Context: an optimization exercise on an open-source flow, tuned for small area, a short achievable clock period and few clock cycles. The choices shown serve that exercise and are no tape-out recipe. RTL that was checked went through simulation tests only; none was proved equivalent to the original. No functional check of the RTL was part of run 1. Power and IR drop assume default switching activity.

==> flow/design.v <==
module adder(
    input  [31:0] a,
    input  [31:0] b,
    input         cin,
    output [31:0] sum,
    output        cout,
    output [31:0] p,         
    output [31:0] g          
);
    assign p = a ^ b;
    assign g = a & b;
    wire [31:0] g0 = {g[31:1], g[0] | (p[0] & cin)};
    wire [31:0] g1, p1, g2, p2, g3, p3, g4, p4, g5, p5;
    sklansky_level #(0) l0(.gi(g0), .pi(p),  .go(g1), .po(p1));
    sklansky_level #(1) l1(.gi(g1), .pi(p1), .go(g2), .po(p2));
    sklansky_level #(2) l2(.gi(g2), .pi(p2), .go(g3), .po(p3));
    sklansky_level #(3) l3(.gi(g3), .pi(p3), .go(g4), .po(p4));
    sklansky_level #(4) l4(.gi(g4), .pi(p4), .go(g5), .po(p5));
    assign sum  = p ^ {g5[30:0], cin};
    assign cout = g5[31];
endmodule
module sklansky_level #(parameter L = 0) (
    input  [31:0] gi,
    input  [31:0] pi,
    output [31:0] go,
    output [31:0] po
);
    genvar i;
    generate
        for (i = 0; i < 32; i = i + 1) begin : bt
            if ((i >> L) & 1) begin : comb
                localparam integer J = ((i >> L) << L) - 1;
                assign go[i] = gi[i] | (pi[i] & gi[J]);
                assign po[i] = pi[i] & pi[J];
            end else begin : pass
                assign go[i] = gi[i];
                assign po[i] = pi[i];
            end
        end
    endgenerate
endmodule
module alu(
    input clk,
    input rst,
    input start,
    input [31:0] A,
    input [31:0] B,
    input [2:0] ALUop,
    output reg [31:0] Result,
    output reg done
);
    reg        busy;    
    reg        a_lt_b;   
    reg  [4:0] cnt;     
    reg        abit;    
    wire mod_start = start & (ALUop == 3'd7) & ~busy;
    wire        inv   = busy | (ALUop[2] & (~ALUop[0] | ALUop[1]));
    wire        xsel  = ~busy | a_lt_b;
    wire [31:0] x     = xsel ? A : {Result[30:0], abit};
    wire [31:0] y     = inv ? ~B : B;
    wire [31:0] sum;
    wire        carry;                    
    wire [31:0] p, g;
    adder add0(.a(x), .b(y), .cin(inv), .sum(sum), .cout(carry), .p(p), .g(g));
    wire        ge    = (Result[31] | carry) & ~a_lt_b;
    wire lt8  = (B[31:24] != 8'd0)  | (A[31:8]  < B[23:0]);
    wire lt16 = (B[31:16] != 16'd0) | (A[31:16] < B[15:0]);
    wire [31:0] r0 = lt8 ? {8'd0, A[31:8]} : lt16 ? {16'd0, A[31:16]} : 32'd0;
    wire [4:0]  j0 = lt8 ? 5'd7 : lt16 ? 5'd15 : 5'd31;
    wire        a0 = lt8 ? A[7] : lt16 ? A[15] : A[31];
    wire        last = a_lt_b | (cnt == 5'd0);
    wire [4:0]  cnt_m1 = cnt - 5'd1;
    reg [31:0] res_next;
    always @(*) begin
        if (busy)
            res_next = ge ? sum : x;
        else case (ALUop)
            3'd0: res_next = g;
            3'd1: res_next = p | g;
            3'd2: res_next = p;
            3'd3: res_next = ~(p | g);
            3'd4: res_next = {31'd0, ~carry};
            3'd5: res_next = sum;
            3'd6: res_next = sum;
            default: res_next = r0;
        endcase
    end
    always @(posedge clk) begin
        Result <= res_next;
        if (busy) begin
            cnt  <= cnt_m1;
            abit <= A[cnt_m1];
        end else begin
            cnt  <= j0;
            abit <= a0;
            a_lt_b <= ~carry;
        end
        if (rst) begin
            busy <= 1'b0;
            done <= 1'b0;
        end else begin
            done <= busy & last;
            if (mod_start)
                busy <= 1'b1;
            else if (busy & last)
                busy <= 1'b0;
        end
    end
endmodule
==> flow/flow/run.sh <==
#!/bin/bash
# The standard ORFS layout with two changes in how it is made (the clock
# period and all constraints stay those of the design):
#  - every port still gets a buffer, but a plain buf_1 instead of the
#    larger delay buffer buffer_ports picks by itself; the resizer upsizes
#    the ones on critical paths;
#  - repair_timing is asked to leave extra setup slack, so that it shortens
#    the paths that the 18 ns clock never pressures.
set -euo pipefail
bash standard.sh "BUFFER_PORTS_ARGS=-buffer_cell sky130_fd_sc_hd__buf_1" \
    SETUP_SLACK_MARGIN=11.5 finish > standard_flow.log 2>&1
==> flow/standard.sh <==
#!/bin/bash
# synth_recipe.tcl (not shown) runs the flow's synth.tcl, then flattens the netlist and writes it again
# the make line also repeats each setting of config.mk as NAME=value (left out here)
make -C /OpenROAD-flow-scripts/flow DESIGN_CONFIG=/design/flow/config.mk WORK_HOME=/design/flow/orfs CLKGATE_MAP_FILE= SYNTH_SCRIPT=/design/flow/synth_recipe.tcl "${@:-finish}"
==> flow/config.mk <==
export PLATFORM = sky130hd
export DESIGN_NAME = alu
export DESIGN_NICKNAME = alu
export VERILOG_FILES = /design/flow/design.v
export SDC_FILE = /design/flow/constraint.sdc
export NUM_CORES = 4
export LEC_CHECK = 0
export CAP_MARGIN = 20
export CORE_MARGIN = 2
export CORE_UTILIZATION = 40
export SLEW_MARGIN = 20
==> flow/constraint.sdc <==
create_clock -name core_clock -period 18.0 [get_ports {clk}]
set_input_delay 3.6000 -clock core_clock [delete_from_list [all_inputs] [get_ports {clk}]]
set_output_delay 3.6000 -clock core_clock [all_outputs]
set_load 0.01 [all_outputs]
==> summary.md, run 1 <==
| Metric | Value |
|---|---|
| Via-to-Cell Ratio | `6.12` |
| Worst hold stages | `2` |
| Int Pwr | `0.000384 W` |
| Design area | `0.00986 mm^2` |
| Final cell count without fillers | `1,289` |
| DRT antenna net count | `0` |
| MaxCap Viol Count | `0` |
| Critical path's slowest cell | `o311a_1` |
| Cells after synthesis | `929` |
| Post-synth EDFFs | `1` |
| Initial core utilization | `41.1%` |
| Max VDD drop | `0.0426 mV` |
| CORE AREA | `0.0181 mm^2` |
| Syn nets | `1,108` |
| CP max stage delay | `0.34 ns` |
| Slew margin rel. | `28.9%` |
| Setup_tns | `0 ns` |
| Largest net degree at the start of global routing | `59` |
| Vias in the first global route | `7,183` |
| Gpl congestion | `0.934` |
| Seq/Total Area, Yosys | `11.1%` |
| Mapped Area | `0.00746 mm^2` |
| Clock power frac | `18.5%` |
| Fmax | `0.145 GHz` |
| Final Skew | `0.0107 ns` |
| Total CTS buffers | `5` |
| Hold wc startpoint | `a_lt_b` |
| Unrepaired setup endpoints after global routing | `true` |
| DRT Wirelength | `29,500 um` |
| Clock Path Buffers | `2` |
| Yosys warns | `1` |
| Actual transition at the worst max-transition pin | `1.07 ns` |
| Global-route wire length before repair | `44,000 um` |
| Post-synthesis cell type count | `73` |
| Pleak | `4.44 nW` |
| CTS Hold Bufs | `0` |
| R2R Path End | `Result[31]` |
| Initial antenna violation count | `0` |
| Bufs and invs on worst path | `7` |
| Worst-path cell chain | `clkbuf_16 -> buf_12 -> nand2b_4 -> a21oi_4 -> buf_6 -> buf_12 -> buf_12 -> xnor2_4 -> inv_2 -> ha_4 -> o211ai_1 -> nor3_4 -> o21ai_4 -> o311a_1 -> a211oi_2 -> o31a_4 -> buf_12 -> mux2_4 -> a221o_1` |
| Synthesis-stage register bit count | `41` |
| Nets@finish | `1,238` |
| Crit share post-route | `38.3%` |
| GRT overflow | `0` |
| N_diodes | `0` |
| Worst reg2reg path depth | `17` |
| Slew Limit Fails | `0` |
| Switching share of power | `42.7%` |
| Clock Sinks | `41` |
| Status | `no timing/DRC/antenna violations` |
| Synth top area share | `17.4%` |
| DIE AREA | `0.0198 mm^2` |
| Router iterations before antenna repair | `7` |
| Final-report hold violation count | `0` |
| CTS tree | `yes` |
| Worst Path Max Fanout | `7` |
| Clock H-tree levels | `2` |
| Flop2flop setup slack | `13.12 ns` |
| Avg WL per Cell | `22.9 um` |
| Syn avg cell area | `8.03 um^2` |
| Drt initial violations | `736` |
| GRT Overall Usage | `29.0%` |
| Final setup viols | `0` |
| FILL cells | `1,664` |
| Boundary pin count | `103` |
| Total number of vias | `7,885` |
| Root buffer cell | `clkbuf_16` |
| Reg2Reg Launch Point | `busy` |
| Pwr Density | `67.9 mW/mm^2` |
| Ys flop type | `dfxtp_1` |
| Crit path top cell by count | `buf_12` |
| Final min period | `6.90 ns` |
| Dpl cells | `1,220` |
| CP Launch Type | `input pin` |
| Worst-path clk slew | `0.07 ns` |
| Combinational Power Share | `63.7%` |
| Biggest area consumer among synthesized cells | `ha_1` |
| FP Rows | `49` |
| CP Data Required Time | `18.20 ns` |
| Remaining DRCs | `0` |
| Min-Delay Path Class | `flop to flop` |
| Share of cells above drive strength 1 | `20.4%` |
| Setup CP Type | `input pin to flop` |
| Reg power frac | `17.8%` |
| Ranking of synthesized cells by area | `ha_1 17%, dfxtp_1 11%, mux2i_1 8.6%, xnor2_1 7.2%, inv_1 5.0%` |
| Port-buffer cells | `102` |
| Die X-Extent | `141 um` |
| CP endpoint kind | `flop` |
| WP data arrival | `7.10 ns` |
| NetSw | `0.000286 W` |
| Largest delay share family, worst path | `compound AO/OA/AOI/OAI gates` |
| Die span in y | `141 um` |
| Util after Layout | `54.3%` |
| Min-Delay Endpoint | `done` |
| DP Area | `0.00832 mm^2` |
| DPL Wire Length | `19,500 um` |
| Clk Latency, worst-skew pair | `0.32 ns` |
| Ys async rst share | `0%` |
| P&R area growth vs syn | `32.1%` |
power groups by stage:
stage	sequential (W)	combinational, W	clock (W)
finish	0.000119	0.000427	0.000124
global route	0.000120	0.000458	0.000125
CTS	0.000119	0.000397	0.000122
detailed placement	0.000121	0.000334	0
global placement	0.000121	0.000332	0
floorplan	0.000123	0.000253	0
placed cells by master, fill, tap and decap left out, drive strengths merged, types with 30 or more instances in the layout:
cell	netlist	routed
nand2	41	41
xnor2	61	61
inv	99	99
mux2i	64	64
nor2	64	64
a21oi	56	56
a211oi	34	34
o21ai	30	30
ha	104	104
dfxtp	40	40
buf	13	170
layout make-up:
type                       count  area [um^2]  area share [%]
multi-input combinational    735         6830            69.2
timing repair buffer         177         1360            13.8
sequential                    41          832            8.44
inverter                      99          372            3.77
tap                          229          287            2.91
clock buffer                   6          150            1.52
clock inverter                 2         35.0           0.355
synth_stat cells, types with 12 or more instances:
library cell  instances
ha_1                104
inv_1                99
mux2i_1              64
nor2_1               64
xnor2_1              61
a21oi_1              55
nand2_1              41
clkbuf_1             40
dfxtp_1              40
a211oi_1             33
o21ai_0              27
a221o_1              19
a22o_1               19
xor2_1               19
a21o_1               17
mux2_2               17
nor3_1               14
nor2b_1              13
nand3_1              12
how the worst max path moves through the flow:
stage / startpoint / end / slack [ns] / cells past startpoint
after detailed placement: ALUop[0] / Result[2] / 8.67 / 17
after global routing: ALUop[1] / Result[31] / 11.01 / 19
after global placement: ALUop[0] / Result[4] / 8.81 / 17
after CTS: ALUop[0] / Result[4] / 11.20 / 18
after floorplan: ALUop[1] / Result[10] / 10.84 / 18
final: ALUop[0] / Result[13] / 11.11 / 19
sequential cells by signal (all words and copies together), names as in the netlist:
register and cells:
cnt 5, Result 32, done 1, abit 1, a_lt_b 1, busy 1
cell families after synthesis:
group	synth area share, %
AO/OA/AOI/OAI	23.5
buffers and inverters	8.27
adder cells (fa/ha/maj)	18.9
multiplexers	15.2
XOR/XNOR	9.39
flip-flops	11.1
AND/OR/NAND/NOR	13.6
worst reg2reg max path, cell delays in order, from the launching register on:
cell and delay, ns:
dfxtp_2 0.31, buf_4 0.49, nand2_2 0.46, buf_4 0.40
mux2i_1 0.41, inv_1 0.09, ha_1 0.29, a21o_1 0.18
a21o_1 0.21, a221o_1 0.40, a21oi_2 0.17, a211oi_2 0.12
o31a_4 0.42, buf_12 0.15, buf_16 0.14, buf_8 0.13
mux2i_1 0.11, a221o_1 0.31
stage by stage:
step	hold slack, ns	total power, W	setup slack [ns]
2_1_floorplan	0.520	0.000376	10.84
5_1_grt	0.616	0.000703	11.01
6_report	0.574	0.000670	11.11
4_1_cts	0.581	0.000638	11.20
3_5_place_dp	0.565	0.000455	8.67
3_3_place_gp	0.561	0.000453	8.81
timing repair:
action                                  CTS  global route
endpoints found under the hold margin     0             0
setup buffers                            37            15
pin swaps                                18            29
endpoints found under the setup margin   33            32
gates resized for setup                  84            38
cloned                                    9             0
routing by layer:
metal  vias up  wire length (um)  track usage [%]
li1       3650                 -                -
met1      3742             12800             41.7
met2       416             12700             44.4
met3        77              3010             5.13
met4         0               971             8.84
met5         -                 0                0
==> run 2, diff against run 1 <==
--- a/flow/design.v
+++ b/flow/design.v
@@ -3,12 +3,10 @@
     input  [31:0] b,
     input         cin,
     output [31:0] sum,
-    output        cout,
-    output [31:0] p,         
-    output [31:0] g          
+    output        cout
 );
-    assign p = a ^ b;
-    assign g = a & b;
+    wire [31:0] p = a ^ b;
+    wire [31:0] g = a & b;
     wire [31:0] g0 = {g[31:1], g[0] | (p[0] & cin)};
     wire [31:0] g1, p1, g2, p2, g3, p3, g4, p4, g5, p5;
     sklansky_level #(0) l0(.gi(g0), .pi(p),  .go(g1), .po(p1));
@@ -54,20 +52,35 @@
     reg  [4:0] cnt;     
     reg        abit;    
     wire mod_start = start & (ALUop == 3'd7) & ~busy;
-    wire        inv   = busy | (ALUop[2] & (~ALUop[0] | ALUop[1]));
+    wire        inv   = busy | ~ALUop[0] | ALUop[1];
     wire        xsel  = ~busy | a_lt_b;
     wire [31:0] x     = xsel ? A : {Result[30:0], abit};
     wire [31:0] y     = inv ? ~B : B;
     wire [31:0] sum;
     wire        carry;                    
-    wire [31:0] p, g;
-    adder add0(.a(x), .b(y), .cin(inv), .sum(sum), .cout(carry), .p(p), .g(g));
+    adder add0(.a(x), .b(y), .cin(inv), .sum(sum), .cout(carry));
     wire        ge    = (Result[31] | carry) & ~a_lt_b;
-    wire lt8  = (B[31:24] != 8'd0)  | (A[31:8]  < B[23:0]);
-    wire lt16 = (B[31:16] != 16'd0) | (A[31:16] < B[15:0]);
-    wire [31:0] r0 = lt8 ? {8'd0, A[31:8]} : lt16 ? {16'd0, A[31:16]} : 32'd0;
-    wire [4:0]  j0 = lt8 ? 5'd7 : lt16 ? 5'd15 : 5'd31;
-    wire        a0 = lt8 ? A[7] : lt16 ? A[15] : A[31];
+    wire [31:0] bm;
+    genvar k;
+    generate
+        for (k = 0; k < 32; k = k + 1) begin : smear
+            assign bm[k] = |B[31:k];
+        end
+    endgenerate
+    wire lt4  = &(~A[31:4]  | bm[28:1]);
+    wire lt8  = &(~A[31:8]  | bm[24:1]);
+    wire lt12 = &(~A[31:12] | bm[20:1]);
+    wire lt16 = &(~A[31:16] | bm[16:1]);
+    reg [31:0] r0;
+    reg [4:0]  j0;
+    reg        a0;
+    always @(*) begin
+        if (lt4)       begin r0 = {4'd0,  A[31:4]};  j0 = 5'd3;  a0 = A[3];  end
+        else if (lt8)  begin r0 = {8'd0,  A[31:8]};  j0 = 5'd7;  a0 = A[7];  end
+        else if (lt12) begin r0 = {12'd0, A[31:12]}; j0 = 5'd11; a0 = A[11]; end
+        else if (lt16) begin r0 = {16'd0, A[31:16]}; j0 = 5'd15; a0 = A[15]; end
+        else           begin r0 = 32'd0;             j0 = 5'd31; a0 = A[31]; end
+    end
     wire        last = a_lt_b | (cnt == 5'd0);
     wire [4:0]  cnt_m1 = cnt - 5'd1;
     reg [31:0] res_next;
@@ -75,10 +88,10 @@
         if (busy)
             res_next = ge ? sum : x;
         else case (ALUop)
-            3'd0: res_next = g;
-            3'd1: res_next = p | g;
-            3'd2: res_next = p;
-            3'd3: res_next = ~(p | g);
+            3'd0: res_next = A & B;
+            3'd1: res_next = A | B;
+            3'd2: res_next = A ^ B;
+            3'd3: res_next = ~(A | B);
             3'd4: res_next = {31'd0, ~carry};
             3'd5: res_next = sum;
             3'd6: res_next = sum;
--- a/flow/flow/run.sh
+++ b/flow/flow/run.sh
@@ -8,4 +8,4 @@
 #    the paths that the 18 ns clock never pressures.
 set -euo pipefail
 bash standard.sh "BUFFER_PORTS_ARGS=-buffer_cell sky130_fd_sc_hd__buf_1" \
-    SETUP_SLACK_MARGIN=11.5 finish > standard_flow.log 2>&1
+    SETUP_SLACK_MARGIN=10.5 finish > standard_flow.log 2>&1
==> run 2 against run 1 <==
Setup slack worse by 0.40 ns. Non-clock buffer count is 37 lower. Combinational power down 32%. Sequential share of layout area is 0.93 points higher. Global-route usage increased by 0.28 points. Count of clock-buffer cells in the layout down 1. Via count rose by 9.7%. Critical endpoint is now Result[14]. Fmax is 5.5% lower.
==> summary.md, run 2 <==
| Metric | Value |
|---|---|
| Syn avg cell area | `7.81 um^2 (-2.7%)` |
| N_diodes | `0 (unchanged)` |
| Share of cells above drive strength 1 | `11.0% (-9.3 points)` |
| Largest reg by FF count | `Result` |
| Clock H-tree levels | `2 (unchanged)` |
| Post-synthesis cell type count | `86 (+18%)` |
| Final-report hold violation count | `0 (unchanged)` |
| Gpl congestion | `0.988 (+5.8%)` |
| Syn nets | `1,190 (+7.4%)` |
| Synth top area share | `15.1% (-2.4 points)` |
| Ranking of synthesized cells by area | `ha_1 15%, dfxtp_1 10%, xnor2_1 6.8%, mux2i_1 6.2%, a21oi_1 4.4%` |
| Dpl cells | `1,336 (+9.5%)` |
| Ys flop type | `dfxtp_1` |
| Avg WL per Cell | `23.7 um (+3.6%)` |
| Min-Delay Path Class | `flop to flop` |
| Largest delay share family, worst path | `compound AO/OA/AOI/OAI gates` |
| CTS tree | `yes` |
| Pleak | `3.64 nW (-18%)` |
| DPL Wire Length | `23,600 um (+21%)` |
| Pwr Density | `56.1 mW/mm^2 (-17%)` |
| Slew Limit Fails | `0 (unchanged)` |
| Post-synth EDFFs | `1 (unchanged)` |
| Port-buffer cells | `102 (unchanged)` |
| Critical path's slowest cell | `o41a_1` |
| Total number of vias | `8,653 (+9.7%)` |
| Clock Path Buffers | `2 (unchanged)` |
| Total CTS buffers | `5 (unchanged)` |
| Final min period | `7.30 ns (+0.403 ns)` |
| Crit path top cell by count | `buf_4` |
| Largest family of logic cells by synthesized area | `compound AO/OA/AOI/OAI gates` |
| Most numerous cell in the Yosys netlist | `ha_1` |
| Max VDD drop | `0.0322 mV (-24%)` |
| Post-Synth Simple-Gate Area | `16.7% (+3.1 points)` |
| Biggest area consumer among synthesized cells | `ha_1` |
| CP max stage delay | `0.38 ns (+0.04 ns)` |
| Largest net degree at the start of global routing | `67 (+14%)` |
| Remaining DRCs | `0 (unchanged)` |
| FP Rows | `51 (+4.1%)` |
| CORE AREA | `0.0195 mm^2 (+7.6%)` |
| Worst-path clk slew | `0.06 ns (about the same)` |
| DRT antenna net count | `0 (unchanged)` |
| Final Total Pwr | `0.000497 W (-26%)` |
| Router iterations before antenna repair | `9 (+2)` |
| Drt initial violations | `1,072 (+46%)` |
| Largest regs | `Result x32, cnt x5` |
| Post-synthesis mux area share | `13.4% (-1.8 points)` |
| Most frequent cells in the layout | `99 x buf_1, 96 x ha_1, 79 x nand2_1, 77 x inv_1, 70 x a21oi_1` |
| Final Skew | `0.0106 ns (-0.000188 ns)` |
| Global-route wire length before repair | `48,200 um (+9.6%)` |
| Yosys warns | `1 (unchanged)` |
| Clock Sinks | `41 (unchanged)` |
| Max reg flops | `32 (unchanged)` |
| GRT Overall Usage | `29.3% (+0.28 points)` |
| Root buffer cell | `clkbuf_16` |
| Commonest non-fill, non-tap cell in the layout | `buf_1` |
| Mapped Area | `0.00796 mm^2 (+6.7%)` |
| Final cell count without fillers | `1,361 (+5.6%)` |
| Setup_tns | `0 ns (unchanged)` |
| Worst Path Max Fanout | `28 (+21)` |
| MaxCap Viol Count | `0 (unchanged)` |
| GRT overflow | `0 (unchanged)` |
| Synth cell count leaders | `96 x ha_1, 79 x nand2_1, 78 x inv_1` |
| WP data arrival | `7.47 ns (+0.37 ns)` |
| Vias in the first global route | `8,031 (+12%)` |
| Setup CP Type | `input pin to flop` |
| Unrepaired setup endpoints after global routing | `false` |
| Post-synthesis xor/xnor area fraction | `8.47% (-0.92 points)` |
| Adder-cell share of the synthesized area | `16.3% (-2.6 points)` |
| Clk Latency, worst-skew pair | `0.30 ns (-0.02 ns)` |
| Die span in y | `145 um (+3.2%)` |
| Crit share post-route | `40.5% (+2.2 points)` |
| P&R area growth vs syn | `11.3%` |
| Slew margin rel. | `20.7% (-8.2 points)` |
| Initial antenna violation count | `0 (unchanged)` |
| CP Data Required Time | `18.17 ns (-0.03 ns)` |
| Worst-path cell chain | `buf_12 -> clkinvlp_4 -> buf_4 -> and3_4 -> buf_4 -> xnor2_1 -> ha_1 -> a21o_1 -> a21o_1 -> a221o_1 -> a21oi_2 -> a21oi_2 -> o41a_1 -> buf_4 -> nand2_1 -> a21oi_1 -> a311o_1` |
| Status | `no timing/DRC/antenna violations` |
| CP endpoint kind | `flop` |
| Ys async rst share | `0% (unchanged)` |
| DIE AREA | `0.0211 mm^2 (+6.5%)` |
| Seq/Total Area, Yosys | `10.4% (-0.70 points)` |
| Via-to-Cell Ratio | `6.36 (+3.9%)` |
| CP Launch Type | `input pin` |
| DRT Wirelength | `32,200 um (+9.3%)` |
| Actual transition at the worst max-transition pin | `1.19 ns (+0.120 ns)` |
| Fmax | `0.137 GHz (-5.5%)` |
| Initial core utilization | `40.8% (-0.34 points)` |
| Fraction of the mapped netlist area in compound gates | `27.2% (+3.7 points)` |
| Boundary pin count | `103 (unchanged)` |
| Nets@finish | `1,268 (+2.4%)` |
| Synthesis-stage register bit count | `41 (unchanged)` |
| Final setup viols | `0 (unchanged)` |
| Cells after synthesis | `1,019 (+9.7%)` |
| Bufs and invs on worst path | `5 (-2)` |
| Die X-Extent | `145 um (+3.2%)` |
## run 2: tightest hold or removal path, delay by kind of cell, from the launching register on
| kind | cells | cell delay, ns |
|---|---|---|
| buffers and inverters | 1 | 0.24 |
| flip-flops | 1 | 0.30 |
| AND/OR/NAND/NOR | 1 | 0.09 |
## run 2: path summary, 6_finish.rpt
path,from,end,slack [ns],cells past startpoint
max,ALUop[1],Result[14],10.70,17
min,busy,cnt[0],0.66,2
max reg2reg,a_lt_b,Result[13],13.30,14
min reg2reg,busy,cnt[0],0.66,2
## run 2: through the flow
| stage | setup slack [ns] | hold slack [ns] | instance area [um^2] | util, % |
|---|---|---|---|---|
| 5_1_grt | 10.54 | 0.681 | 8860 | 45.4 |
| 2_1_floorplan | 10.47 | 0.576 | 7970 | - |
| 6_report | 10.70 | 0.661 | 8860 | 45.4 |
| 3_5_place_dp | 9.38 | 0.646 | 8550 | 43.8 |
| 3_3_place_gp | 9.54 | 0.635 | 8550 | 43.8 |
| 4_1_cts | 10.49 | 0.661 | 8710 | 44.6 |
## run 2: final cells by class
type | count | area, um^2
well taps | 265 | 332
flip-flops and latches | 41 | 831
clock inverters | 1 | 5.00
multi-input cells | 829 | 6570
fillers | 2070 | 10700
inverters | 80 | 304
clock buffers | 5 | 125
repair buffers | 140 | 699
## run 2: where the power goes
part	internal, W	switching, W
Combinational	0.000114	0.000175
Clock	0.0000498	0.0000421
Sequential	0.000106	0.0000105
Total	0.000269	0.000228
## run 2: per-layer routing
metal | wire length [um] | vias to the layer above | GRT usage (%)
met2 | 14000 | 540 | 46.1
li1 | - | 3937 | -
met4 | 1240 | 0 | 10.7
met3 | 3580 | 99 | 5.03
met5 | 0 | - | 0
met1 | 13400 | 4077 | 40.3
## run 2: logic make-up after synthesis
logic type,count (synthesis)
AO/OA/AOI/OAI,306
multiplexers,90
XOR/XNOR,77
flip-flops,41
buffers and inverters,150
AND/OR/NAND/NOR,254
adder cells (fa/ha/maj),101
## run 2: what timing repair did
item,in CTS,in global routing
gates resized for setup,5,6
setup buffers,0,18
hold buffers,0,0
gates cloned,1,0
pin swaps,2,3
endpoints found under the setup margin,32,19
Testbench counts of run 2, summed over its fixed seeds: cycles 4,341.
==> run 3, diff against run 2 <==
--- a/flow/flow/run.sh
+++ b/flow/flow/run.sh
@@ -8,4 +8,4 @@
 #    the paths that the 18 ns clock never pressures.
 set -euo pipefail
 bash standard.sh "BUFFER_PORTS_ARGS=-buffer_cell sky130_fd_sc_hd__buf_1" \
-    SETUP_SLACK_MARGIN=10.5 finish > standard_flow.log 2>&1
+    SETUP_SLACK_MARGIN=11.5 finish > standard_flow.log 2>&1
==> run 3 against run 2 <==
Design area increased by 8.7%. Wire length grew 7.8%. Global-route usage up 1.7 points. First-iteration DRC count grew 4.4%. Critical endpoint is now Result[16].
==> summary.md, run 3 <==
| Metric | Value |
|---|---|
| CTS tree | `yes` |
| Fmax | `0.147 GHz (+7.6%)` |
| WP data arrival | `6.96 ns (-0.51 ns)` |
| CORE AREA | `0.0195 mm^2 (unchanged)` |
| Clk Latency, worst-skew pair | `0.30 ns (about the same)` |
| Avg WL per Cell | `24.9 um (+5.2%)` |
| CP max stage delay | `0.57 ns (+0.19 ns)` |
| Status | `no timing/DRC/antenna violations` |
| GRT overflow | `0 (unchanged)` |
| Syn nets | `1,190 (unchanged)` |
| Critical path's slowest cell | `fa_1` |
| N_diodes | `0 (unchanged)` |
| NetSw | `0.000254 W (+11%)` |
| CTS Hold Bufs | `0 (unchanged)` |
| Final Skew | `0.00733 ns (-0.00322 ns)` |
| Reg power frac | `20.2% (-3.2 points)` |
| Final setup viols | `0 (unchanged)` |
| P&R area growth vs syn | `21.0%` |
| Crit share post-route | `37.7% (-2.9 points)` |
| Actual transition at the worst max-transition pin | `1.21 ns (+0.0283 ns)` |
| Boundary pin count | `103 (unchanged)` |
| Total CTS buffers | `5 (unchanged)` |
| Final min period | `6.78 ns (-0.517 ns)` |
| GRT Overall Usage | `31.0% (+1.7 points)` |
| Unrepaired setup endpoints after global routing | `true` |
| Global-route wire length before repair | `51,100 um (+6.0%)` |
| Worst hold slack | `0.659 ns (-0.00216 ns)` |
| Int Pwr | `0.000324 W (+20%)` |
| Vias in the first global route | `8,615 (+7.3%)` |
| Slew margin rel. | `18.8% (-1.9 points)` |
| Combinational Power Share | `59.3% (+1.2 points)` |
| DRT Wirelength | `34,800 um (+7.8%)` |
| Largest net degree at the start of global routing | `64 (-4.5%)` |
| Remaining DRCs | `0 (unchanged)` |
| Mapped Area | `0.00796 mm^2 (unchanged)` |
| Initial antenna violation count | `0 (unchanged)` |
| CP Data Required Time | `18.18 ns (about the same)` |
| Final Total Pwr | `0.000578 W (+16%)` |
| Worst-path clk slew | `0.07 ns (about the same)` |
| Min-Delay Path Class | `flop to flop` |
| Worst Path Max Fanout | `5 (-82%)` |
| DRT antenna net count | `0 (unchanged)` |
| Max reg flops | `32 (unchanged)` |
| Port-buffer cells | `102 (unchanged)` |
| Setup CP Type | `input pin to flop` |
| Pleak | `3.98 nW (+9.2%)` |
| Clock power frac | `20.5% (+2.0 points)` |
| Switching share of power | `43.9% (-1.9 points)` |
| Total number of vias | `9,147 (+5.7%)` |
| Largest reg by FF count | `Result` |
| Share of cells above drive strength 1 | `17.5% (+6.5 points)` |
| MaxCap Viol Count | `0 (unchanged)` |
| Commonest non-fill, non-tap cell in the layout | `buf_1` |
| DIE AREA | `0.0211 mm^2 (unchanged)` |
| Nets@finish | `1,300 (+2.5%)` |
| Post-synth EDFFs | `1 (unchanged)` |
| Die span in y | `145 um (unchanged)` |
| FP Rows | `51 (unchanged)` |
| Ranking of synthesized cells by area | `ha_1 15%, dfxtp_1 10%, xnor2_1 6.8%, mux2i_1 6.2%, a21oi_1 4.4%` |
| Most frequent cells in the layout | `97 x buf_1, 92 x ha_1, 76 x inv_1, 75 x nand2_1` |
| Die X-Extent | `145 um (unchanged)` |
| Drt initial violations | `1,119 (+4.4%)` |
| Synth cell count leaders | `96 x ha_1, 79 x nand2_1, 78 x inv_1` |
| Synth top area share | `15.1% (unchanged)` |
| CP Launch Type | `input pin` |
| Max VDD drop | `0.0422 mV (+31%)` |
| Synthesis-stage register bit count | `41 (unchanged)` |
| Worst-path cell chain | `clkbuf_16 -> buf_12 -> and3_4 -> mux2_4 -> fa_2 -> nand2b_4 -> a21oi_4 -> o21a_4 -> or2_4 -> nand2_2 -> fa_1 -> o21ai_1 -> a221oi_1 -> a21oi_1 -> a31oi_1 -> nor2_1 -> a221o_1` |
| DPL Wire Length | `23,100 um (-2.1%)` |
| Pwr Density | `60.0 mW/mm^2 (+7.0%)` |
| Seq/Total Area, Yosys | `10.4% (unchanged)` |
| Syn avg cell area | `7.81 um^2 (unchanged)` |
| Largest regs | `Result x32, cnt x5` |
| Most numerous cell in the Yosys netlist | `ha_1` |
| FILL cells | `1,929 (-6.8%)` |
| Final-report hold violation count | `0 (unchanged)` |
| Ys flop type | `dfxtp_1` |
| Clock Path Buffers | `2 (unchanged)` |
| Ys async rst share | `0% (unchanged)` |
| Biggest area consumer among synthesized cells | `ha_1` |
| Root buffer cell | `clkbuf_16` |
| Via-to-Cell Ratio | `6.56 (+3.1%)` |
| Yosys warns | `1 (unchanged)` |
| Post-synthesis cell type count | `86 (unchanged)` |
| Router iterations before antenna repair | `9 (unchanged)` |
| Initial core utilization | `40.8% (unchanged)` |
| CP endpoint kind | `flop` |
| Slew Limit Fails | `0 (unchanged)` |
| Cells after synthesis | `1,019 (unchanged)` |
| Clock Sinks | `41 (unchanged)` |
| Setup_tns | `0 ns (unchanged)` |
| Clock H-tree levels | `2 (unchanged)` |
| Gpl congestion | `0.969 (-1.9%)` |
run 3: final cells by class:
class                      count  area [um^2]  area share (%)
inverter                      80          308            3.19
multi-input combinational    830         6860            71.2
clock inverter                 2         35.0           0.364
timing repair buffer         171         1120            11.6
clock buffer                   6          150            1.56
sequential                    41          831            8.62
tap                          265          332            3.44
run 3: metrics by stage:
stage	setup WS [ns]	utilization [%]	instances	instance area [um^2]
after global routing	11.14	49.4	1395	9640
after floorplan	11.03	-	1019	8080
after global placement	9.62	44.0	1336	8600
after CTS	11.26	47.7	1377	9320
final	11.22	49.4	1395	9640
after detailed placement	9.58	44.0	1336	8600
run 3: worst paths after layout:
| check | start | end | slack [ns] | cells past startpoint |
|---|---|---|---|---|
| worst max-delay path | ALUop[0] | Result[16] | 11.22 | 17 |
| worst min-delay path | busy | cnt[1] | 0.66 | 2 |
| worst max register to register | busy | Result[16] | 13.43 | 18 |
| worst min register to register | busy | cnt[1] | 0.66 | 2 |
run 3: what timing repair did:
| action | 4_1_cts | 5_1_grt |
|---|---|---|
| cloned | 4 | 3 |
| gates resized for setup | 47 | 42 |
| pin swaps | 33 | 32 |
| setup buffers | 29 | 15 |
| endpoints found under the setup margin | 33 | 32 |
run 3: kinds of logic (layout without fill, tap and decap cells):
logic type	count (synthesis)	count (layout)	synth area share, %
multiplexers	90	90	13.4
adder cells (fa/ha/maj)	101	101	16.3
flip-flops	41	41	10.4
buffers and inverters	150	259	7.46
AO/OA/AOI/OAI	306	306	27.2
AND/OR/NAND/NOR	254	256	16.7
XOR/XNOR	77	77	8.47
run 3: worst max-delay path, delay by kind of cell:
kind | cells | cell delay [ns]
adders and majority gates | 2 | 0.94
muxes | 1 | 0.29
and+or+nand+nor | 5 | 0.59
buffers and inverters | 2 | 0.25
AOI/OAI and AO/OA | 7 | 1.26
run 3: power groups by stage:
stage	clock network (W)	logic [W]	registers (W)
2_1_floorplan	0	0.000192	0.000121
3_3_place_gp	0	0.000274	0.000118
3_5_place_dp	0	0.000276	0.000118
4_1_cts	0.000119	0.000307	0.000116
5_1_grt	0.000123	0.000364	0.000118
6_report	0.000118	0.000343	0.000117
run 3: metal layers:
| metal | GRT usage (%) | wire (um) | vias up |
|---|---|---|---|
| met5 | 0 | 0 | - |
| met4 | 14.0 | 1580 | 0 |
| met3 | 6.29 | 4060 | 131 |
| met2 | 48.1 | 15200 | 668 |
| met1 | 41.5 | 13900 | 4341 |
| li1 | - | - | 4007 |
==> run 4, diff against run 3 <==
==> flow/flow/run.sh (replaced) <==
#!/bin/bash
# The standard ORFS layout with these changes in how it is made (the clock
# period and all constraints stay those of the design):
#  - Yosys maps the adder logic through ABC instead of onto the library's
#    full/half adder cells (ADDER_MAP_FILE empty); registers are unchanged;
#  - every port still gets a buffer, but a plain buf_1 instead of the
#    larger delay buffer buffer_ports picks by itself; the resizer upsizes
#    the ones on critical paths;
#  - repair_timing is asked to leave extra setup slack, so that it shortens
#    the paths that the 18 ns clock never pressures.
set -euo pipefail
bash standard.sh "ADDER_MAP_FILE=" "BUFFER_PORTS_ARGS=-buffer_cell sky130_fd_sc_hd__buf_1" \
    SETUP_SLACK_MARGIN=11.5 finish > standard_flow.log 2>&1
==> run 4 against run 3 <==
Still clean on timing, DRC and antenna. Non-clock buffer count is 40 higher. Combinational power is 13% higher. Via count is 23% higher. First-iteration DRC count is 42% higher. Clock power is 13% lower. Area after synthesis is 12% higher. Setup slack worse by 0.034 ns. Largest power group unchanged.
==> summary.md, run 4 <==
| Metric | Value |
|---|---|
| Yosys warns | `1 (unchanged)` |
| Syn nets | `1,340 (+13%)` |
| Initial core utilization | `40.7% (-0.079 points)` |
| Slew Limit Fails | `0 (unchanged)` |
| P&R area growth vs syn | `25.5%` |
| CORE AREA | `0.0218 mm^2 (+12%)` |
| DRT Wirelength | `40,900 um (+18%)` |
| Final min period | `6.81 ns (+0.0340 ns)` |
| Worst Path Max Fanout | `24 (+19)` |
| Most frequent cells in the layout | `117 x nand2_1, 103 x a21oi_1, 95 x xnor2_1, 95 x o21ai_0, 78 x buf_4` |
| CTS tree | `yes` |
| FILL cells | `2,126 (+10%)` |
| Worst-path clk slew | `0.08 ns (about the same)` |
| Post-synth EDFFs | `1 (unchanged)` |
| Router iterations before antenna repair | `6 (-3)` |
| Worst reg2reg path depth | `15 (-3)` |
| Clk Latency, worst-skew pair | `0.32 ns (+0.02 ns)` |
| Clock H-tree levels | `2 (unchanged)` |
| Slew margin rel. | `24.6% (+5.8 points)` |
| Synth cell count leaders | `122 x nand2_1, 115 x a21oi_1, 108 x o21ai_0` |
| Max VDD drop | `0.0424 mV (+0.64%)` |
| Post-synthesis cell type count | `101 (+17%)` |
| Boundary pin count | `103 (unchanged)` |
| Remaining DRCs | `0 (unchanged)` |
| Gpl congestion | `0.981 (+1.2%)` |
| FP Rows | `54 (+5.9%)` |
| Ys async rst share | `0% (unchanged)` |
| CTS Hold Bufs | `0 (unchanged)` |
| Worst Setup SP | `ALUop[0]` |
| Root buffer cell | `clkbuf_16` |
| Nets@finish | `1,431 (+10%)` |
| Ranking of synthesized cells by area | `xnor2_1 9.9%, dfxtp_1 9.0%, a21oi_1 6.5%, o21ai_0 6.1%, nand2_1 5.2%` |
| Max reg flops | `32 (unchanged)` |
| Clock Sinks | `41 (unchanged)` |
| Vias in the first global route | `10,300 (+20%)` |
| DPL Wire Length | `25,700 um (+11%)` |
| Setup crit end | `Result[17]` |
| DIE AREA | `0.0234 mm^2 (+11%)` |
| Worst hold slack | `0.619 ns (-0.0398 ns)` |
| Share of cells above drive strength 1 | `23.6% (+6.0 points)` |
| Crit share post-route | `37.9% (+0.19 points)` |
| Largest net degree at the start of global routing | `65 (+1.6%)` |
| Syn avg cell area | `6.99 um^2 (-10%)` |
| Total CTS buffers | `5 (unchanged)` |
| CP Data Required Time | `18.20 ns (+0.02 ns)` |
| Critical path's slowest cell | `a211oi_1` |
| CP max stage delay | `0.38 ns (-0.19 ns)` |
| Mapped Area | `0.00888 mm^2 (+12%)` |
| Initial antenna violation count | `1 (+1)` |
| R2R Path End | `Result[17]` |
| Clock Path Buffers | `2 (unchanged)` |
| Via-to-Cell Ratio | `6.83 (+4.1%)` |
| Ys flop type | `dfxtp_1` |
| Seq/Total Area, Yosys | `9.35% (-1.1 points)` |
| Total number of vias | `11,200 (+23%)` |
| CP Launch Type | `input pin` |
| Port-buffer cells | `102 (unchanged)` |
| Status | `no timing/DRC/antenna violations` |
| Global-route wire length before repair | `61,400 um (+20%)` |
| Synthesis-stage register bit count | `41 (unchanged)` |
| Final setup viols | `0 (unchanged)` |
| GRT Overall Usage | `33.1% (+2.1 points)` |
| Post-Place Setup Slack | `9.64 ns (+0.0619 ns)` |
| Fmax | `0.147 GHz (-0.50%)` |
| Die X-Extent | `153 um (+5.5%)` |
| Setup_tns | `0 ns (unchanged)` |
| Reg2Reg Launch Point | `busy` |
| Commonest non-fill, non-tap cell in the layout | `nand2_1` |
| WP data arrival | `7.01 ns (+0.05 ns)` |
| Crit path top cell by count | `o21ai_4` |
| Cells after synthesis | `1,270 (+25%)` |
| Biggest area consumer among synthesized cells | `xnor2_1` |
| Pleak | `4.10 nW (+3.1%)` |
| Drt initial violations | `1,590 (+42%)` |
| Final Skew | `0.0121 ns (+0.00481 ns)` |
| DRT antenna net count | `0 (unchanged)` |
| MaxCap Viol Count | `0 (unchanged)` |
| Final-report hold violation count | `0 (unchanged)` |
| Min-Delay Path Class | `flop to flop` |
| Final setup margin | `11.19 ns (-0.0340 ns)` |
| GRT overflow | `0 (unchanged)` |
| Flop2flop setup slack | `12.98 ns (-0.45 ns)` |
| Actual transition at the worst max-transition pin | `1.13 ns (-0.0867 ns)` |
| Avg WL per Cell | `24.9 um (about the same)` |
| Largest reg by FF count | `Result` |
| Pwr Density | `55.0 mW/mm^2 (-8.3%)` |
| Die span in y | `153 um (+5.5%)` |
| Unrepaired setup endpoints after global routing | `true` |
| Most numerous cell in the Yosys netlist | `nand2_1` |
| CP endpoint kind | `flop` |
| Setup CP Type | `input pin to flop` |
| Worst-path cell chain | `clkbuf_16 -> or3b_4 -> bufbuf_16 -> nor2_1 -> a211oi_1 -> a21oi_2 -> o221a_4 -> o21ai_4 -> a21o_1 -> o21ai_4 -> a21oi_4 -> o21ai_4 -> buf_6 -> buf_16 -> or3b_1 -> a31o_1` |
| Largest regs | `Result x32, cnt x5` |
| Synth top area share | `9.86% (-5.2 points)` |
==> run 4: worst max-delay path, delay by kind of cell <==
family                 cells  cell delay (ns)
AO/OA/AOI/OAI              9             1.84
buffers and inverters      4             0.78
AND/OR/NAND/NOR            3             0.77
==> run 4: per-stage QoR <==
stage	util, %	total power (W)	cell area (um^2)	std cells
2_1_floorplan	-	0.000337	8990	1270
3_3_place_gp	42.8	0.000412	9330	1552
3_5_place_dp	42.8	0.000415	9340	1552
4_1_cts	49.1	0.000576	10700	1626
5_1_grt	51.1	0.000635	11100	1642
6_report	51.1	0.000613	11100	1644
==> run 4: area by class of cell <==
| type | count | area, um^2 | area share (%) |
|---|---|---|---|
| Antenna cell | 2 | 5.00 | 0.0449 |
| Inverter | 29 | 113 | 1.01 |
| Clock buffer | 5 | 125 | 1.12 |
| Timing Repair inverter | 1 | 5.00 | 0.0449 |
| Sequential cell | 41 | 832 | 7.46 |
| Multi-Input combinational cell | 1072 | 8040 | 72.1 |
| Timing Repair Buffer | 211 | 1660 | 14.9 |
| Clock inverter | 3 | 17.5 | 0.157 |
| Tap cell | 280 | 350 | 3.14 |
==> run 4: logic make-up after synthesis <==
kind of cell	after synthesis	share of synthesized area (%)
compound gates	460	34.5
xor+xnor	144	14.4
fa+ha+maj	12	1.37
buf+inv	159	7.93
flops	41	9.35
mux	66	10.5
simple gates	388	22.0
==> run 4: how the worst min path moves through the flow <==
stage / startpoint / endpoint / slack, ns / cells past startpoint
global route: cnt[3] / cnt[3] / 0.66 / 2
detailed placement: cnt[3] / cnt[3] / 0.61 / 2
floorplan: cnt[4] / done / 0.55 / 3
finish: cnt[3] / cnt[3] / 0.62 / 2
CTS: cnt[3] / cnt[3] / 0.63 / 2
global placement: cnt[3] / cnt[3] / 0.60 / 2
==> run 4: metal layers <==
layer,share of wire [%],global-route usage (%)
met2,44,52.1
met4,5.5,16.4
met3,11,6.92
met1,40,43.0
met5,0,0
==> run 4: what timing repair did <==
action / in CTS / in global routing
pin swaps: 54 / 38
buffers inserted: 53 / 16
cloned: 13 / 0
hold endpoints to repair: 0 / 0
endpoints found under the setup margin: 35 / 33
gates resized for setup: 137 / 70
==> run 4: power by group <==
group	switching [W]	internal [W]
combinational	0.000222	0.000165
clock	0.0000520	0.0000514
sequential	0.0000177	0.000105
==> run 5, diff against run 4 <==
--- a/flow/design.v
+++ b/flow/design.v
@@ -83,21 +83,22 @@
     end
     wire        last = a_lt_b | (cnt == 5'd0);
     wire [4:0]  cnt_m1 = cnt - 5'd1;
-    reg [31:0] res_next;
+    wire       op_sum  = ALUop[2] & (ALUop[1] ^ ALUop[0]);      
+    wire       use_sum = busy ? ge : op_sum;
+    reg [31:0] other;
     always @(*) begin
         if (busy)
-            res_next = ge ? sum : x;
+            other = x;
         else case (ALUop)
-            3'd0: res_next = A & B;
-            3'd1: res_next = A | B;
-            3'd2: res_next = A ^ B;
-            3'd3: res_next = ~(A | B);
-            3'd4: res_next = {31'd0, ~carry};
-            3'd5: res_next = sum;
-            3'd6: res_next = sum;
-            default: res_next = r0;
+            3'd0: other = A & B;
+            3'd1: other = A | B;
+            3'd2: other = A ^ B;
+            3'd3: other = ~(A | B);
+            3'd4: other = {31'd0, ~carry};
+            default: other = r0;
         endcase
     end
+    wire [31:0] res_next = use_sum ? sum : other;
     always @(posedge clk) begin
         Result <= res_next;
         if (busy) begin
==> flow/flow/run.sh (replaced) <==
#!/bin/bash
# The standard ORFS layout with two changes in how it is made (the clock
# period and all constraints stay those of the design):
#  - every port still gets a buffer, but a plain buf_1 instead of the
#    larger delay buffer buffer_ports picks by itself; the resizer upsizes
#    the ones on critical paths;
#  - repair_timing is asked to leave extra setup slack, so that it shortens
#    the paths that the 18 ns clock never pressures.
set -euo pipefail
bash standard.sh "BUFFER_PORTS_ARGS=-buffer_cell sky130_fd_sc_hd__buf_1" \
    SETUP_SLACK_MARGIN=11.5 finish > standard_flow.log 2>&1
==> run 5 against run 4 <==
Synthesized cell count fell by 17%. Design area decreased by 15%. Fmax up 4.9%. Still clean. Register-to-register slack better by 0.94 ns. Combinational power fell by about 20%. Sequential cell count is the same. Core utilization decreased by 0.77 points. Clock power about the same. Total power down 13%. Area after synthesis shrank 13%. Via count is 18% lower.
==> summary.md, run 5 <==
| Metric | Value |
|---|---|
| Status | `no timing/DRC/antenna violations` |
| FP Rows | `50 (-7.4%)` |
| Util after Layout | `50.3% (-0.77 points)` |
| Final cell count without fillers | `1,433 (-13%)` |
| Slew Limit Fails | `0 (unchanged)` |
| Initial core utilization | `41.1% (+0.35 points)` |
| CP Data Required Time | `18.18 ns (-0.02 ns)` |
| Die X-Extent | `143 um (-6.4%)` |
| WP data arrival | `6.68 ns (-0.33 ns)` |
| Root buffer cell | `clkbuf_16` |
| Clk Latency, worst-skew pair | `0.31 ns (about the same)` |
| Synth top area share | `16.1% (+6.3 points)` |
| Min-Delay Path Class | `flop to flop` |
| Post-synth EDFFs | `1 (unchanged)` |
| Yosys warns | `1 (unchanged)` |
| DIE AREA | `0.0205 mm^2 (-12%)` |
| R2R Path End | `Result[2]` |
| CP Launch Type | `input pin` |
| Hold wc startpoint | `cnt[4]` |
| DPL Wire Length | `23,500 um (-8.5%)` |
| Pwr Density | `56.0 mW/mm^2 (+1.8%)` |
| Avg WL per Cell | `24.1 um (-3.3%)` |
| Design area | `0.00950 mm^2 (-15%)` |
| Worst hold stages | `2 (unchanged)` |
| DRT antenna net count | `0 (unchanged)` |
| Unrepaired setup endpoints after global routing | `true` |
| Remaining DRCs | `0 (unchanged)` |
| Port-buffer cells | `102 (unchanged)` |
| Max VDD drop | `0.0309 mV (-27%)` |
| Final Skew | `0.00639 ns (-0.00576 ns)` |
| Actual transition at the worst max-transition pin | `0.869 ns (-0.258 ns)` |
| NetSw | `0.000239 W (-18%)` |
| Dpl cells | `1,369 (-12%)` |
| CORE AREA | `0.0189 mm^2 (-13%)` |
| Post-synthesis cell type count | `80 (-21%)` |
| N_diodes | `0 (-2)` |
| Share of cells above drive strength 1 | `17.8% (-5.8 points)` |
| Via-to-Cell Ratio | `6.40 (-6.3%)` |
| Worst-path cell chain | `buf_8 -> inv_4 -> nor3_4 -> buf_6 -> buf_8 -> buf_16 -> buf_12 -> buf_6 -> xnor2_2 -> ha_2 -> a211oi_2 -> o21ai_2 -> a21oi_2 -> o2111ai_4 -> a31oi_4 -> a21oi_4 -> buf_4 -> buf_12 -> o31a_1` |
| Clock Sinks | `41 (unchanged)` |
| Largest net degree at the start of global routing | `64 (-1.5%)` |
| Final setup viols | `0 (unchanged)` |
| Most frequent cells in the layout | `95 x nand2_1, 91 x ha_1, 85 x buf_1, 79 x inv_1, 76 x o21ai_0` |
| Worst reg2reg path depth | `14 (-1)` |
| Flop2flop setup slack | `13.92 ns (+0.94 ns)` |
| Cells after synthesis | `1,053 (-17%)` |
| Combinational Power Share | `57.9% (-5.2 points)` |
| Ys async rst share | `0% (unchanged)` |
| Int Pwr | `0.000293 W (-9.0%)` |
| Slew margin rel. | `41.2% (+17 points)` |
| Ranking of synthesized cells by area | `ha_1 16%, dfxtp_1 10%, o21ai_0 5.4%, a21oi_1 5.2%, nand2_1 4.6%` |
| Synth cell count leaders | `100 x ha_1, 96 x nand2_1, 84 x o21ai_0` |
| Final-report hold violation count | `0 (unchanged)` |
| Max reg flops | `32 (unchanged)` |
| Reg2Reg Launch Point | `a_lt_b` |
| Fmax | `0.154 GHz (+4.9%)` |
| Setup_tns | `0 ns (unchanged)` |
| Ys flop type | `dfxtp_1` |
| Nets@finish | `1,347 (-5.9%)` |
| Syn nets | `1,228 (-8.4%)` |
| Router iterations before antenna repair | `7 (+1)` |
| Pleak | `3.78 nW (-7.8%)` |
| Largest reg by FF count | `Result` |
| Clock power frac | `18.8% (+1.9 points)` |
| Reg power frac | `23.3% (+3.3 points)` |
| Crit share post-route | `36.1% (-1.8 points)` |
| Biggest area consumer among synthesized cells | `ha_1` |
| Total CTS buffers | `5 (unchanged)` |
| Critical path's slowest cell | `a211oi_2` |
| Total number of vias | `9,171 (-18%)` |
| Clock H-tree levels | `2 (unchanged)` |
| Drt initial violations | `1,007 (-37%)` |
| Setup CP Type | `input pin to flop` |
| DP Area | `0.00837 mm^2 (-10%)` |
| Worst-path clk slew | `0.06 ns (-0.02 ns)` |
| Mapped Area | `0.00776 mm^2 (-13%)` |
| Seq/Total Area, Yosys | `10.7% (+1.4 points)` |
| Largest regs | `Result x32, cnt x5` |
| Initial antenna violation count | `0 (-1)` |
| FILL cells | `1,933 (-9.1%)` |
| Clock Path Buffers | `2 (unchanged)` |
| GRT overflow | `0 (unchanged)` |
| Die span in y | `143 um (-6.4%)` |
| Most numerous cell in the Yosys netlist | `ha_1` |
| Gpl congestion | `0.977 (-0.35%)` |
| DRT Wirelength | `34,500 um (-16%)` |
| Final min period | `6.50 ns (-0.316 ns)` |
| Commonest non-fill, non-tap cell in the layout | `nand2_1` |
| Synthesis-stage register bit count | `41 (unchanged)` |
| Global-route wire length before repair | `49,400 um (-20%)` |
| Switching share of power | `45.0% (-2.6 points)` |
| CTS tree | `yes` |
| Final Total Pwr | `0.000532 W (-13%)` |
| Boundary pin count | `103 (unchanged)` |
| Worst Path Max Fanout | `15 (-38%)` |
| CP endpoint kind | `flop` |
| MaxCap Viol Count | `0 (unchanged)` |
| CP max stage delay | `0.32 ns (-0.06 ns)` |
| GRT Overall Usage | `31.9% (-1.1 points)` |
| Vias in the first global route | `8,266 (-20%)` |
| P&R area growth vs syn | `22.5%` |
| Syn avg cell area | `7.37 um^2 (+5.3%)` |
| CTS Hold Bufs | `0 (unchanged)` |
| Min-Delay Endpoint | `cnt[4]` |
[run 5: worst max path at each step]
stage | start | to | slack, ns | depth (start not counted)
after detailed placement | ALUop[0] | Result[19] | 10.04 | 13
after floorplan | ALUop[0] | Result[26] | 11.50 | 16
after CTS | ALUop[0] | Result[17] | 11.48 | 17
after global routing | ALUop[0] | Result[0] | 11.42 | 18
final | ALUop[0] | Result[2] | 11.50 | 19
after global placement | ALUop[0] | Result[19] | 10.06 | 13
[run 5: metal layers]
| layer | track usage, % | vias up | routed length (um) |
|---|---|---|---|
| met4 | 12.3 | 0 | 1220 |
| met2 | 48.6 | 572 | 15000 |
| li1 | - | 4163 | - |
| met1 | 44.3 | 4348 | 14200 |
| met3 | 6.54 | 88 | 4050 |
| met5 | 0 | - | 0 |
[run 5: cell families (layout without fill, tap and decap cells)]
family | count (synthesis) | after routing | share of synthesized area [%]
AOI/OAI and AO/OA | 350 | 351 | 31.2
xor gates and xnor gates | 53 | 53 | 5.98
adders and majority gates | 105 | 105 | 17.4
buffers and inverters | 152 | 271 | 8.03
DFF | 41 | 41 | 10.7
muxes | 22 | 22 | 4.48
and+or+nand+nor | 330 | 330 | 22.2
[run 5: stage by stage]
stage | hold slack (ns) | worst slack, ns
2_1_floorplan | 0.565 | 11.50
3_3_place_gp | 0.606 | 10.06
3_5_place_dp | 0.627 | 10.04
4_1_cts | 0.645 | 11.48
5_1_grt | 0.686 | 11.42
6_report | 0.638 | 11.50
[run 5: layout make-up]
| type | count | area, um^2 | share of cell area (%) |
|---|---|---|---|
| Timing Repair Buffer | 180 | 1200 | 12.6 |
| Sequential cell | 41 | 831 | 8.74 |
| Inverter | 83 | 318 | 3.34 |
| Clock buffer | 8 | 146 | 1.54 |
| Multi-Input combinational cell | 861 | 6680 | 70.3 |
| Tap cell | 260 | 325 | 3.42 |
[run 5: what timing repair did]
item                                    4_1_cts  5_1_grt
buffers inserted                             19       31
endpoints found under the setup margin       33       32
gates resized for setup                      42       84
gates cloned                                  3        3
pin swaps                                    10       42
[run 5: power groups by stage]
stage	Sequential (W)	Combinational (W)	Clock, W
2_1_floorplan	0.000129	0.000162	0
3_3_place_gp	0.000126	0.000247	0
3_5_place_dp	0.000125	0.000249	0
4_1_cts	0.000124	0.000270	0.000101
5_1_grt	0.000126	0.000331	0.000105
6_report	0.000124	0.000308	0.000100
[run 5: critical path: cells and delay by family]
family	cells	cell delay [ns]
compound gates	7	1.57
buf+inv	9	1.15
fa+ha+maj	1	0.20
xor+xnor	1	0.12
simple gates	1	0.03
Testbench counts of run 5, summed over its fixed seeds: cycles 4,341.
==> run 6, diff against run 5 <==
--- a/flow/flow/run.sh
+++ b/flow/flow/run.sh
@@ -8,4 +8,4 @@
 #    the paths that the 18 ns clock never pressures.
 set -euo pipefail
 bash standard.sh "BUFFER_PORTS_ARGS=-buffer_cell sky130_fd_sc_hd__buf_1" \
-    SETUP_SLACK_MARGIN=11.5 finish > standard_flow.log 2>&1
+    SETUP_SLACK_MARGIN=10.5 finish > standard_flow.log 2>&1
==> run 6 against run 5 <==
Combinational power is 16% lower. Area after synthesis is the same. Register-to-register slack got worse by 1.0 ns. Cell count down 3.6%. Die area is the same. Critical path depth is 4 lower. Non-clock buffer count fell by 52. Critical path type unchanged. Critical endpoint is now Result[19]. Largest cell class unchanged. Highest routed layer unchanged.
==> summary.md, run 6 <==
| Metric | Value |
|---|---|
| Critical path's slowest cell | `a221oi_2` |
| R2R Path End | `Result[19]` |
| Worst-path clk slew | `0.07 ns (about the same)` |
| Worst reg2reg path depth | `16 (+2)` |
| Total CTS buffers | `5 (unchanged)` |
| Syn avg cell area | `7.37 um^2 (unchanged)` |
| Setup_tns | `0 ns (unchanged)` |
| Final setup viols | `0 (unchanged)` |
| Post-Place Setup Slack | `10.09 ns (+0.0561 ns)` |
| Syn nets | `1,228 (unchanged)` |
| DP Area | `0.00836 mm^2 (about the same)` |
| DRT Wirelength | `32,200 um (-6.6%)` |
| Ys flop type | `dfxtp_1` |
| Max VDD drop | `0.0373 mV (+21%)` |
| WP data arrival | `7.28 ns (+0.60 ns)` |
| Bufs and invs on worst path | `4 (-5)` |
| Ranking of synthesized cells by area | `ha_1 16%, dfxtp_1 10%, o21ai_0 5.4%, a21oi_1 5.2%, nand2_1 4.6%` |
| Yosys warns | `1 (unchanged)` |
| Pleak | `3.37 nW (-11%)` |
| Largest net degree at the start of global routing | `64 (unchanged)` |
| Router iterations before antenna repair | `6 (-1)` |
| Min-Delay Path Class | `flop to flop` |
| Footprint of the multi-input gates | `0.00636 mm^2 (-4.9%)` |
| Die X-Extent | `143 um (unchanged)` |
| CP Data Required Time | `18.21 ns (+0.03 ns)` |
| Flop2flop setup slack | `12.90 ns (-1.02 ns)` |
| Critical path depth in cells | `15 (-4)` |
| CP max stage delay | `0.40 ns (+0.08 ns)` |
| Avg WL per Cell | `23.3 um (-3.1%)` |
| Design area | `0.00860 mm^2 (-9.5%)` |
| Most numerous cell in the Yosys netlist | `ha_1` |
| Global-route wire length before repair | `48,600 um (-1.6%)` |
| Worst-path cell chain | `buf_1 -> inv_1 -> nor3_2 -> buf_6 -> xnor2_1 -> ha_1 -> a21oi_1 -> o21bai_1 -> a221oi_2 -> o2111ai_1 -> a31oi_4 -> a21o_2 -> buf_4 -> o21ai_0 -> o32ai_1` |
| CTS tree | `yes` |
| Nets@finish | `1,294 (-3.9%)` |
| Final-report hold violation count | `0 (unchanged)` |
| Slew margin rel. | `27.1% (-14 points)` |
| Total number of vias | `8,727 (-4.8%)` |
| CTS Hold Bufs | `0 (unchanged)` |
| Actual transition at the worst max-transition pin | `1.09 ns (+0.224 ns)` |
| DRT antenna net count | `0 (unchanged)` |
| Most frequent cells in the layout | `102 x buf_1, 100 x ha_1, 96 x nand2_1, 83 x inv_1, 83 x o21ai_0` |
| Reg2Reg Launch Point | `busy` |
| Crit share post-route | `39.3% (+3.2 points)` |
| Remaining DRCs | `0 (unchanged)` |
| FILL cells | `1,987 (+2.8%)` |
| Fmax | `0.141 GHz (-8.1%)` |
| Dpl cells | `1,371 (+0.15%)` |
| Worst Setup SP | `ALUop[0]` |
| Root buffer cell | `clkbuf_16` |
| Cells after synthesis | `1,053 (unchanged)` |
| Vias in the first global route | `8,223 (-0.52%)` |
| Pwr Density | `59.1 mW/mm^2 (+5.5%)` |
| DIE AREA | `0.0205 mm^2 (unchanged)` |
| Seq/Total Area, Yosys | `10.7% (unchanged)` |
| GRT overflow | `0 (unchanged)` |
| Die span in y | `143 um (unchanged)` |
| Largest delay share family, worst path | `compound AO/OA/AOI/OAI gates` |
| Share of cells above drive strength 1 | `7.59% (-10 points)` |
| Max reg flops | `32 (unchanged)` |
| FP Rows | `50 (unchanged)` |
| Status | `no timing/DRC/antenna violations` |
| Largest regs | `Result x32, cnt x5` |
| Mapped Area | `0.00776 mm^2 (unchanged)` |
| CORE AREA | `0.0189 mm^2 (unchanged)` |
| Biggest area consumer among synthesized cells | `ha_1` |
| Unrepaired setup endpoints after global routing | `false` |
| Initial antenna violation count | `1 (+1)` |
| Synth top area share | `16.1% (unchanged)` |
| Final Total Pwr | `0.000508 W (-4.6%)` |
| Post-synth EDFFs | `1 (unchanged)` |
| Via-to-Cell Ratio | `6.32 (-1.3%)` |
| Clk Latency, worst-skew pair | `0.30 ns (about the same)` |
| Final setup margin | `10.93 ns (-0.572 ns)` |
| Final cell count without fillers | `1,381 (-3.6%)` |
| Largest reg by FF count | `Result` |
| GRT Overall Usage | `31.1% (-0.81 points)` |
| Port-buffer cells | `102 (unchanged)` |
| Setup CP Type | `input pin to flop` |
| Final Skew | `0.00493 ns (-0.00146 ns)` |
| CP endpoint kind | `flop` |
| Drt initial violations | `1,047 (+4.0%)` |
| Clock Sinks | `41 (unchanged)` |
| Ys async rst share | `0% (unchanged)` |
| P&R area growth vs syn | `10.9%` |
| DPL Wire Length | `23,800 um (+1.2%)` |
| CP Launch Type | `input pin` |
| Boundary pin count | `103 (unchanged)` |
| Clock Path Buffers | `2 (unchanged)` |
| Initial core utilization | `41.1% (unchanged)` |
| Final min period | `7.07 ns (+0.572 ns)` |
| Gpl congestion | `1.02 (+4.8%)` |
| Commonest non-fill, non-tap cell in the layout | `buf_1` |
| Reg area | `831 um^2 (unchanged)` |
| Synth cell count leaders | `100 x ha_1, 96 x nand2_1, 84 x o21ai_0` |
| Setup crit end | `Result[19]` |
| Post-synthesis cell type count | `80 (unchanged)` |
| MaxCap Viol Count | `0 (unchanged)` |
| Synthesis-stage register bit count | `41 (unchanged)` |
| Clock H-tree levels | `2 (unchanged)` |
| Worst Path Max Fanout | `32 (+17)` |
| Slew Limit Fails | `0 (unchanged)` |
-- run 6: cell types whose count changed in the layout (fill, tap and decap cells not counted), sizes merged --
cell      previous run  this run
inv                 82        83
bufinv               0         2
clkinvlp             1         0
diode                0         1
clkbuf              19         5
clkinv               0         1
buf                169       128
a21o                12        11
-- run 6: how the worst min path moves through the flow --
stage / slack (ns) / from / endpoint / cells after the start
after global routing: 0.64 / cnt[4] / cnt[4] / 2
after CTS: 0.62 / cnt[4] / cnt[4] / 2
after detailed placement: 0.60 / cnt[4] / cnt[4] / 2
after global placement: 0.60 / cnt[4] / cnt[4] / 2
after floorplan: 0.57 / cnt[4] / cnt[4] / 2
final: 0.63 / cnt[4] / cnt[4] / 2
-- run 6: cell type report --
type                    count  share of cell area [%]
clock buffers               5                    1.46
repair buffers            128                    6.74
well taps                 260                    3.78
inverters                  83                    3.62
flip-flops and latches     41                    9.66
diodes                      1                  0.0291
clock inverters             3                   0.757
multi-input cells         860                    74.0
-- run 6: per-layer routing --
layer / track usage [%] / part of all wire [%] / vias up
met5: 0 / 0 / -
met4: 10.6 / 2.9 / 0
met3: 6.07 / 10 / 76
met2: 48.6 / 44 / 473
met1: 42.9 / 43 / 4133
li1: - / - / 4045
-- run 6: cell families (layout without fill, tap and decap cells) --
group | after synthesis | after routing | synth area share (%)
other | 0 | 1 | 0
and+or+nand+nor | 330 | 330 | 22.2
DFF | 41 | 41 | 10.7
xor gates and xnor gates | 53 | 53 | 5.98
adders and majority gates | 105 | 105 | 17.4
AOI/OAI and AO/OA | 350 | 350 | 31.2
muxes | 22 | 22 | 4.48
buffers and inverters | 152 | 219 | 8.03
-- run 6: through the flow --
| step | utilization [%] | hold slack, ns |
|---|---|---|
| after floorplan | - | 0.565 |
| after global placement | 44.2 | 0.603 |
| after detailed placement | 44.3 | 0.596 |
| after CTS | 45.3 | 0.619 |
| after global routing | 45.5 | 0.642 |
| final | 45.5 | 0.627 |
-- run 6: power by group --
| part | total (W) | internal (W) | switching [W] |
|---|---|---|---|
| clock network | 0.000124 | 0.0000795 | 0.0000448 |
| logic | 0.000259 | 0.0000981 | 0.000161 |
| registers | 0.000124 | 0.000110 | 0.0000145 |
-- run 6: tightest hold or removal path: cells and delay by family (launching register included) --
kind | cells | cell delay [ns]
AOI/OAI and AO/OA | 1 | 0.13
xor gates and xnor gates | 1 | 0.10
DFF | 1 | 0.35
-- run 6: timing repair --
action / 4_1_cts / 5_1_grt
resized for setup: 1 / 6
pin swaps: 0 / 1
buffers inserted: 0 / 1
setup endpoints to repair: 6 / 22

static timing again, ports no longer ideal:
In the flow no input, the clock included, has a driving cell. The finished layouts below were timed again as built, in two steps. Step 1: set_driving_cell puts a clkbuf_16 on clk and a buf_2 on each other input, an assumption about the parent block. Step 2 moves the port delays by t, midway between the first and last clock arrival at a register: inputs arrive t later, outputs are due t later. That takes back most of the time a late clock gives input paths. Three values: ideal, step 1, step 2; two values: the first two.
run | shift t [ns] | setup slack, ns | worst setup path after step 2 | worst register clock-pin slew, ns | worst slew at a driven data input, ns
run 1 | 0.355 | 11.105 / 11.063 / 10.708 | input to register | 0.08 / 0.08 | 0.14
run 2 | 0.335 | 10.702 / 10.677 / 10.342 | input to register | 0.07 / 0.07 | 0.07
run 3 | 0.336 | 11.219 / 11.219 / 10.883 | input to register | 0.07 / 0.07 | 0.06
run 4 | 0.359 | 11.185 / 11.121 / 10.762 | input to register | 0.08 / 0.08 | 0.17
run 5 | 0.346 | 11.502 / 11.505 / 11.159 | input to register | 0.07 / 0.07 | 0.05
run 6 | 0.342 | 10.930 / 10.950 / 10.608 | input to register | 0.07 / 0.07 | 0.07
After both steps setup and hold are still met in every run listed. For run 4, which loses most, drivers alone change the setup slack by -0.064 ns; drivers and shift together by -0.423 ns.
